This design comes from an exercise in tuning for small area, a short achievable clock period and few clock cycles per item on the open sky130 flow, not from production work. RTL that was checked went through simulation tests only; none was proved equivalent to the original. Power figures rest on the tool's default switching activity, not on a simulated workload.

==> xenon <==
==> flow/design.v (excerpt) <==
module axis_gain_wrapper #(
    parameter integer C_S_AXI_DATA_WIDTH = 32,
    parameter integer C_S_AXI_ADDR_WIDTH = 4,
    parameter integer AUDIO_WIDTH        = 16,
    parameter integer GAIN_FBITS         = 12
)(
    input  wire aclk,
    input  wire aresetn,
    input  wire [31:0] s_axis_tdata,
    input  wire        s_axis_tlast,
    input  wire        s_axis_tvalid,
    output wire        s_axis_tready,
    output wire [31:0] m_axis_tdata,
    output wire        m_axis_tlast,
    output wire        m_axis_tvalid,
    input  wire        m_axis_tready,
    input  wire [C_S_AXI_ADDR_WIDTH-1:0] s_axi_awaddr,
    input  wire                          s_axi_awvalid,
    output wire                          s_axi_awready,
    input  wire [C_S_AXI_DATA_WIDTH-1:0] s_axi_wdata,
    input  wire [3:0]                    s_axi_wstrb,
    input  wire                          s_axi_wvalid,
    output wire                          s_axi_wready,
    output wire [1:0]                    s_axi_bresp,
    output reg                           s_axi_bvalid,
    input  wire                          s_axi_bready,
    input  wire [C_S_AXI_ADDR_WIDTH-1:0] s_axi_araddr,
    input  wire                          s_axi_arvalid,
    output wire                          s_axi_arready,
    output reg  [C_S_AXI_DATA_WIDTH-1:0] s_axi_rdata,
    output wire [1:0]                    s_axi_rresp,
    output reg                           s_axi_rvalid,
    input  wire                          s_axi_rready
);
    reg [31:0] reg_control;
    reg [31:0] reg_gain_l;
    reg [31:0] reg_gain_r;
    reg        wack;       
    reg [1:0]  rsel;       
    assign s_axi_awready = wack;
    assign s_axi_wready  = wack;
    assign s_axi_bresp   = 2'b00;
    assign s_axi_rresp   = 2'b00;
    assign s_axi_arready = !s_axi_rvalid;
    wire wgo = s_axi_awvalid && s_axi_wvalid && !wack && !s_axi_bvalid && !s_axi_rvalid;
    wire [1:0] addr_w = s_axi_awaddr[3:2];
    wire [31:0] wd_ctl = s_axi_wdata & {32{aresetn}};
    wire [31:0] wd_gn  = {wd_ctl[31:13], s_axi_wdata[12] | !aresetn, wd_ctl[11:0]};
    wire we_ctl = (wgo && addr_w == 2'd0) || !aresetn;
  ...
clock: 8.0 ns
lec_check: 0
abc_area: 1
cap_margin: 20
core_margin: 2
core_utilization: 40
cts_buf_list: sky130_fd_sc_hd__clkbuf_2 sky130_fd_sc_hd__clkbuf_4
setup_slack_margin: 4.3
slew_margin: 20
run.sh (not shown) runs the stock make flow with config.mk's settings and CLKGATE_MAP_FILE= SYNTH_SCRIPT=/design/flow/synth_recipe.tcl, a recipe that flattens the netlist after the stock synthesis.
==> onyx (differences from xenon) <==
--- a/flow/design.v
+++ b/flow/design.v
@@ -1,37 +1,37 @@
 `timescale 1ns / 1ps
 module gain_core_s1 (
     input  wire [15:0] d,
-    input  wire [23:0] bg,      
+    input  wire [15:0] g,
     output wire [19:0] ra,
     output wire [19:0] rb,
-    output wire [2:0]  cin      
+    output wire        cin
 );
-    wire neg0 = bg[2];
-    wire two0 = bg[1];
-    wire one0 = bg[0];
-    wire neg1 = bg[5];
-    wire two1 = bg[4];
-    wire one1 = bg[3];
-    wire neg2 = bg[8];
-    wire two2 = bg[7];
-    wire one2 = bg[6];
-    wire neg3 = bg[11];
-    wire two3 = bg[10];
-    wire one3 = bg[9];
-    wire neg4 = bg[14];
-    wire two4 = bg[13];
-    wire one4 = bg[12];
-    wire neg5 = bg[17];
-    wire two5 = bg[16];
-    wire one5 = bg[15];
-    wire neg6 = bg[20];
-    wire two6 = bg[19];
-    wire one6 = bg[18];
-    wire neg7 = bg[23];
-    wire two7 = bg[22];
-    wire one7 = bg[21];
+    wire neg0 = g[1];
+    wire one0 = g[0] ^ 1'b0;
+    wire two0 = (g[1] & ~g[0] & ~1'b0) | (~g[1] & g[0] & 1'b0);
+    wire neg1 = g[3];
+    wire one1 = g[2] ^ g[1];
+    wire two1 = (g[3] & ~g[2] & ~g[1]) | (~g[3] & g[2] & g[1]);
+    wire neg2 = g[5];
+    wire one2 = g[4] ^ g[3];
+    wire two2 = (g[5] & ~g[4] & ~g[3]) | (~g[5] & g[4] & g[3]);
+    wire neg3 = g[7];
+    wire one3 = g[6] ^ g[5];
+    wire two3 = (g[7] & ~g[6] & ~g[5]) | (~g[7] & g[6] & g[5]);
+    wire neg4 = g[9];
+    wire one4 = g[8] ^ g[7];
+    wire two4 = (g[9] & ~g[8] & ~g[7]) | (~g[9] & g[8] & g[7]);
+    wire neg5 = g[11];
+    wire one5 = g[10] ^ g[9];
+    wire two5 = (g[11] & ~g[10] & ~g[9]) | (~g[11] & g[10] & g[9]);
+    wire neg6 = g[13];
+    wire one6 = g[12] ^ g[11];
+    wire two6 = (g[13] & ~g[12] & ~g[11]) | (~g[13] & g[12] & g[11]);
+    wire neg7 = g[15];
+    wire one7 = g[14] ^ g[13];
+    wire two7 = (g[15] & ~g[14] & ~g[13]) | (~g[15] & g[14] & g[13]);
     wire [16:0] dx = {d[15], d};
     wire pp0_0 = (one0 & dx[0]) ^ neg0;
     wire pp0_1 = ((one0 & dx[1]) | (two0 & dx[0])) ^ neg0;
     wire pp0_2 = ((one0 & dx[2]) | (two0 & dx[1])) ^ neg0;
     wire pp0_3 = ((one0 & dx[3]) | (two0 & dx[2])) ^ neg0;
@@ -503,69 +503,33 @@
     wire s223, c224;
     assign s223 = pp7_15 ^ 1'b1;
     assign c224 = pp7_15 & 1'b1;
     wire [11:0] la = {c186, c184, c182, c180, c178, c176, c174, c172, c170, s169, pp0_1, pp0_0};
     wire [11:0] lb = {s187, s185, s183, s181, s179, s177, s175, s173, s171, neg1, 1'b0, neg0};
-    wire [8:0] ls = {1'b0, la[7:0]} + {1'b0, lb[7:0]};
-    assign cin[0] = ls[8];
-    wire [3:0] lg = la[11:8] & lb[11:8];
-    wire [3:0] lp = la[11:8] ^ lb[11:8];
-    assign cin[1] = lg[3] | (lp[3] & lg[2]) | (lp[3] & lp[2] & lg[1]) | (lp[3] & lp[2] & lp[1] & lg[0]);
-    assign cin[2] = &lp;
+    wire [12:0] ls = {1'b0, la} + {1'b0, lb};
+    assign cin = ls[12];
     assign ra = {1'b1, c224, c222, c220, c218, c216, c214, c212, c210, c208, c206, c204, c202, c200, c198, c196, c194, c192, c190, c188};
     assign rb = {1'b0, pp7_16, s223, s221, s219, s217, s215, s213, s211, s209, s207, s205, s203, s201, s199, s197, s195, s193, s191, s189};
 endmodule
-module gain_recode (
-    input  wire [15:0] g,
-    output wire [23:0] bg
-);
-    assign bg[2] = g[1];
-    assign bg[1] = (g[1] & ~g[0] & ~1'b0) | (~g[1] & g[0] & 1'b0);
-    assign bg[0] = g[0] ^ 1'b0;
-    assign bg[5] = g[3];
-    assign bg[4] = (g[3] & ~g[2] & ~g[1]) | (~g[3] & g[2] & g[1]);
-    assign bg[3] = g[2] ^ g[1];
-    assign bg[8] = g[5];
-    assign bg[7] = (g[5] & ~g[4] & ~g[3]) | (~g[5] & g[4] & g[3]);
-    assign bg[6] = g[4] ^ g[3];
-    assign bg[11] = g[7];
-    assign bg[10] = (g[7] & ~g[6] & ~g[5]) | (~g[7] & g[6] & g[5]);
-    assign bg[9] = g[6] ^ g[5];
-    assign bg[14] = g[9];
-    assign bg[13] = (g[9] & ~g[8] & ~g[7]) | (~g[9] & g[8] & g[7]);
-    assign bg[12] = g[8] ^ g[7];
-    assign bg[17] = g[11];
-    assign bg[16] = (g[11] & ~g[10] & ~g[9]) | (~g[11] & g[10] & g[9]);
-    assign bg[15] = g[10] ^ g[9];
-    assign bg[20] = g[13];
-    assign bg[19] = (g[13] & ~g[12] & ~g[11]) | (~g[13] & g[12] & g[11]);
-    assign bg[18] = g[12] ^ g[11];
-    assign bg[23] = g[15];
-    assign bg[22] = (g[15] & ~g[14] & ~g[13]) | (~g[15] & g[14] & g[13]);
-    assign bg[21] = g[14] ^ g[13];
-endmodule
 module gain_core_s2 (
     input  wire [19:0] ra,
     input  wire [19:0] rb,
-    input  wire [2:0]  cin,
+    input  wire        cin,
     output wire [15:0] data_o
 );
-    wire c = cin[1] | (cin[2] & cin[0]);
-    wire [19:0] r = ra + rb + {19'd0, c};
+    wire [19:0] r = ra + rb + {19'd0, cin};
     wire ovf = ~(&r[19:15] | ~|r[19:15]);
     assign data_o = ovf ? {r[19], {15{~r[19]}}} : r[15:0];
 endmodule
 module gain_core (
     input  wire [15:0] data_i,
     input  wire [15:0] gain_i,
     output wire [15:0] data_o
 );
     wire [19:0] ra, rb;
-    wire [2:0] cin;
-    wire [23:0] bg;
-    gain_recode  u_rc (.g(gain_i), .bg(bg));
-    gain_core_s1 u_s1 (.d(data_i), .bg(bg), .ra(ra), .rb(rb), .cin(cin));
+    wire cin;
+    gain_core_s1 u_s1 (.d(data_i), .g(gain_i), .ra(ra), .rb(rb), .cin(cin));
     gain_core_s2 u_s2 (.ra(ra), .rb(rb), .cin(cin), .data_o(data_o));
 endmodule
 `timescale 1ns / 1ps
 module axis_gain_wrapper #(
     parameter integer C_S_AXI_DATA_WIDTH = 32,
@@ -657,57 +621,44 @@
             default: s_axi_rdata = 32'b0;
         endcase
     end
     reg        v0, l0;
     reg [31:0] d0;
-    reg [23:0] b0l, b0r;              
+    reg [15:0] g0l, g0r;    
     reg        v1, l1;
     reg [19:0] ral, rbl, rar, rbr;    
-    reg [2:0]  cil, cir;      
-    reg        v2, l2;
-    reg [31:0] o2;
-    wire ce = m_axis_tready || !v2;
+    reg        cil, cir;
+    wire ce = m_axis_tready || !v1;
     assign s_axis_tready = ce;
-    assign m_axis_tvalid = v2;
-    assign m_axis_tlast  = l2;
-    assign m_axis_tdata  = o2;
-    wire [15:0] gl = reg_control[0] ? reg_gain_l[15:0] : 16'h1000;
-    wire [15:0] gr = reg_control[0] ? reg_gain_r[15:0] : 16'h1000;
-    wire [23:0] bgl, bgr;
-    gain_recode u_rc_l (.g(gl), .bg(bgl));
-    gain_recode u_rc_r (.g(gr), .bg(bgr));
+    assign m_axis_tvalid = v1;
+    assign m_axis_tlast  = l1;
     wire [19:0] ral_d, rbl_d, rar_d, rbr_d;
-    wire [2:0]  cil_d, cir_d;
-    wire [15:0] ol_d, or_d;
-    gain_core_s1 u_s1_l (.d(d0[15:0]),  .bg(b0l), .ra(ral_d), .rb(rbl_d), .cin(cil_d));
-    gain_core_s1 u_s1_r (.d(d0[31:16]), .bg(b0r), .ra(rar_d), .rb(rbr_d), .cin(cir_d));
-    gain_core_s2 u_s2_l (.ra(ral), .rb(rbl), .cin(cil), .data_o(ol_d));
-    gain_core_s2 u_s2_r (.ra(rar), .rb(rbr), .cin(cir), .data_o(or_d));
+    wire        cil_d, cir_d;
+    gain_core_s1 u_s1_l (.d(d0[15:0]),  .g(g0l), .ra(ral_d), .rb(rbl_d), .cin(cil_d));
+    gain_core_s1 u_s1_r (.d(d0[31:16]), .g(g0r), .ra(rar_d), .rb(rbr_d), .cin(cir_d));
+    gain_core_s2 u_s2_l (.ra(ral), .rb(rbl), .cin(cil), .data_o(m_axis_tdata[15:0]));
+    gain_core_s2 u_s2_r (.ra(rar), .rb(rbr), .cin(cir), .data_o(m_axis_tdata[31:16]));
     always @(posedge aclk) begin
         if (ce) begin
             d0  <= s_axis_tdata;
             l0  <= s_axis_tlast;
-            b0l <= bgl;
-            b0r <= bgr;
+            g0l <= reg_control[0] ? reg_gain_l[15:0] : 16'h1000;
+            g0r <= reg_control[0] ? reg_gain_r[15:0] : 16'h1000;
             ral <= ral_d;
             rbl <= rbl_d;
             cil <= cil_d;
             rar <= rar_d;
             rbr <= rbr_d;
             cir <= cir_d;
             l1  <= l0;
-            o2  <= {or_d, ol_d};
-            l2  <= l1;
         end
     end
     always @(posedge aclk) begin
         if (!aresetn) begin
             v0 <= 1'b0;
             v1 <= 1'b0;
-            v2 <= 1'b0;
         end else if (ce) begin
             v0 <= s_axis_tvalid;
             v1 <= v0;
-            v2 <= v1;
         end
     end
 endmodule
--- a/flow/config.mk
+++ b/flow/config.mk
@@ -7,8 +7,6 @@
 export LEC_CHECK = 0
 export ABC_AREA = 1
 export CAP_MARGIN = 20
 export CORE_MARGIN = 2
 export CORE_UTILIZATION = 40
-export CTS_BUF_LIST = sky130_fd_sc_hd__clkbuf_2 sky130_fd_sc_hd__clkbuf_4
-export SETUP_SLACK_MARGIN = 4.3
 export SLEW_MARGIN = 20
==> tundra (differences from xenon) <==
--- a/flow/design.v
+++ b/flow/design.v
@@ -2,11 +2,11 @@
 module gain_core_s1 (
     input  wire [15:0] d,
     input  wire [23:0] bg,      
     output wire [19:0] ra,
     output wire [19:0] rb,
-    output wire [2:0]  cin      
+    output wire        cin
 );
     wire neg0 = bg[2];
     wire two0 = bg[1];
     wire one0 = bg[0];
     wire neg1 = bg[5];
@@ -503,16 +503,12 @@
     wire s223, c224;
     assign s223 = pp7_15 ^ 1'b1;
     assign c224 = pp7_15 & 1'b1;
     wire [11:0] la = {c186, c184, c182, c180, c178, c176, c174, c172, c170, s169, pp0_1, pp0_0};
     wire [11:0] lb = {s187, s185, s183, s181, s179, s177, s175, s173, s171, neg1, 1'b0, neg0};
-    wire [8:0] ls = {1'b0, la[7:0]} + {1'b0, lb[7:0]};
-    assign cin[0] = ls[8];
-    wire [3:0] lg = la[11:8] & lb[11:8];
-    wire [3:0] lp = la[11:8] ^ lb[11:8];
-    assign cin[1] = lg[3] | (lp[3] & lg[2]) | (lp[3] & lp[2] & lg[1]) | (lp[3] & lp[2] & lp[1] & lg[0]);
-    assign cin[2] = &lp;
+    wire [12:0] ls = {1'b0, la} + {1'b0, lb};
+    assign cin = ls[12];
     assign ra = {1'b1, c224, c222, c220, c218, c216, c214, c212, c210, c208, c206, c204, c202, c200, c198, c196, c194, c192, c190, c188};
     assign rb = {1'b0, pp7_16, s223, s221, s219, s217, s215, s213, s211, s209, s207, s205, s203, s201, s199, s197, s195, s193, s191, s189};
 endmodule
 module gain_recode (
     input  wire [15:0] g,
@@ -544,25 +540,24 @@
     assign bg[21] = g[14] ^ g[13];
 endmodule
 module gain_core_s2 (
     input  wire [19:0] ra,
     input  wire [19:0] rb,
-    input  wire [2:0]  cin,
+    input  wire        cin,
     output wire [15:0] data_o
 );
-    wire c = cin[1] | (cin[2] & cin[0]);
-    wire [19:0] r = ra + rb + {19'd0, c};
+    wire [19:0] r = ra + rb + {19'd0, cin};
     wire ovf = ~(&r[19:15] | ~|r[19:15]);
     assign data_o = ovf ? {r[19], {15{~r[19]}}} : r[15:0];
 endmodule
 module gain_core (
     input  wire [15:0] data_i,
     input  wire [15:0] gain_i,
     output wire [15:0] data_o
 );
     wire [19:0] ra, rb;
-    wire [2:0] cin;
+    wire cin;
     wire [23:0] bg;
     gain_recode  u_rc (.g(gain_i), .bg(bg));
     gain_core_s1 u_s1 (.d(data_i), .bg(bg), .ra(ra), .rb(rb), .cin(cin));
     gain_core_s2 u_s2 (.ra(ra), .rb(rb), .cin(cin), .data_o(data_o));
 endmodule
@@ -660,11 +655,11 @@
     reg        v0, l0;
     reg [31:0] d0;
     reg [23:0] b0l, b0r;              
     reg        v1, l1;
     reg [19:0] ral, rbl, rar, rbr;    
-    reg [2:0]  cil, cir;      
+    reg        cil, cir;
     reg        v2, l2;
     reg [31:0] o2;
     wire ce = m_axis_tready || !v2;
     assign s_axis_tready = ce;
     assign m_axis_tvalid = v2;
@@ -674,11 +669,11 @@
     wire [15:0] gr = reg_control[0] ? reg_gain_r[15:0] : 16'h1000;
     wire [23:0] bgl, bgr;
     gain_recode u_rc_l (.g(gl), .bg(bgl));
     gain_recode u_rc_r (.g(gr), .bg(bgr));
     wire [19:0] ral_d, rbl_d, rar_d, rbr_d;
-    wire [2:0]  cil_d, cir_d;
+    wire        cil_d, cir_d;
     wire [15:0] ol_d, or_d;
     gain_core_s1 u_s1_l (.d(d0[15:0]),  .bg(b0l), .ra(ral_d), .rb(rbl_d), .cin(cil_d));
     gain_core_s1 u_s1_r (.d(d0[31:16]), .bg(b0r), .ra(rar_d), .rb(rbr_d), .cin(cir_d));
     gain_core_s2 u_s2_l (.ra(ral), .rb(rbl), .cin(cil), .data_o(ol_d));
     gain_core_s2 u_s2_r (.ra(rar), .rb(rbr), .cin(cir), .data_o(or_d));
--- a/flow/config.mk
+++ b/flow/config.mk
@@ -7,8 +7,6 @@
 export LEC_CHECK = 0
 export ABC_AREA = 1
 export CAP_MARGIN = 20
 export CORE_MARGIN = 2
 export CORE_UTILIZATION = 40
-export CTS_BUF_LIST = sky130_fd_sc_hd__clkbuf_2 sky130_fd_sc_hd__clkbuf_4
-export SETUP_SLACK_MARGIN = 4.3
 export SLEW_MARGIN = 20
==> qor summary <==
| metric | tundra | onyx | xenon |
|---|---|---|---|
| Result of the run | timing/DRC/antenna clean | timing/DRC/antenna clean | timing/DRC/antenna clean |
| Fraction of power consumed by the clock network | 0.192 | 0.150 | 0.154 |
| Post-route minimum period | 4.883 ns | 5.322 ns | 3.861 ns |
| Leakage Power | 0.01198 µW | 0.01144 µW | 0.01253 µW |
| Routing usage on met1 | 0.2567 | 0.2467 | 0.2646 |
| Total power after layout | 9127 µW | 9383 µW | 9131 µW |
| Part of the cycle the worst path needs | 0.6104 | 0.6652 | 0.4826 |
| Clock buffers and inverters, area share | 0.04860 | 0.04155 | 0.03846 |
| CP endpoint kind | primary output | flip-flop | primary output |
| Number of signal-net buffers in the layout | 159 | 171 | 262 |
| Core box area | 0.05650 mm² | 0.05287 mm² | 0.05737 mm² |
| Maximum number of pins on one net before global-route repair | 78 | 70 | 136 |
| Sequential fraction of the synthesis area | 0.3870 | 0.3431 | 0.3893 |
| Clock Pin Slew Worst Setup and Hold Paths | 0.06 ns | 0.06 ns | 0.07 ns |
| Worst EP required | 6.40 ns | 8.41 ns | 6.40 ns |
| Final std cells w/o fill | 3,211 | 3,096 | 3,393 |
Testbench counts of tundra, summed over its fixed seeds: cycles 16,480, samples 16,384.
No functional check of the RTL was part of xenon and onyx.

==> afterwards: timing with drivers on the ports <==
How much do the figures lean on ideal ports? The routed layouts below were timed once more, with nothing changed but the port constraints. Step 1 sets driving cells, clkbuf_16 on the clock port and buf_2 on the other inputs (assumed; they add their load-dependent delay and slew). Step 2, shift: input delay + t, output delay - t, t = (earliest + latest rising clock arrival at the registers) / 2. This alone moves slack from input paths to output paths. Slacks: ideal ports / drivers / drivers and shift; pairs: ideal ports / drivers.
run | t, ns | slack for setup (ns) | hold WS [ns] | worst data-port slew with drivers (ns)
xenon | 0.839 | 4.139 / 4.079 / 4.179 | 0.422 / 0.422 / 0.422 | 0.08
onyx | 0.617 | 2.678 / 2.643 / 2.678 | 0.421 / 0.421 / 0.421 | 0.12
tundra | 0.607 | 3.117 / 3.096 / 3.096 | 0.419 / 0.419 / 0.419 | 0.07
After both steps every run listed still meets setup and hold. The setup slack of tundra, which loses most, moves by -0.021 ns with the drivers and by -0.021 ns with both steps.
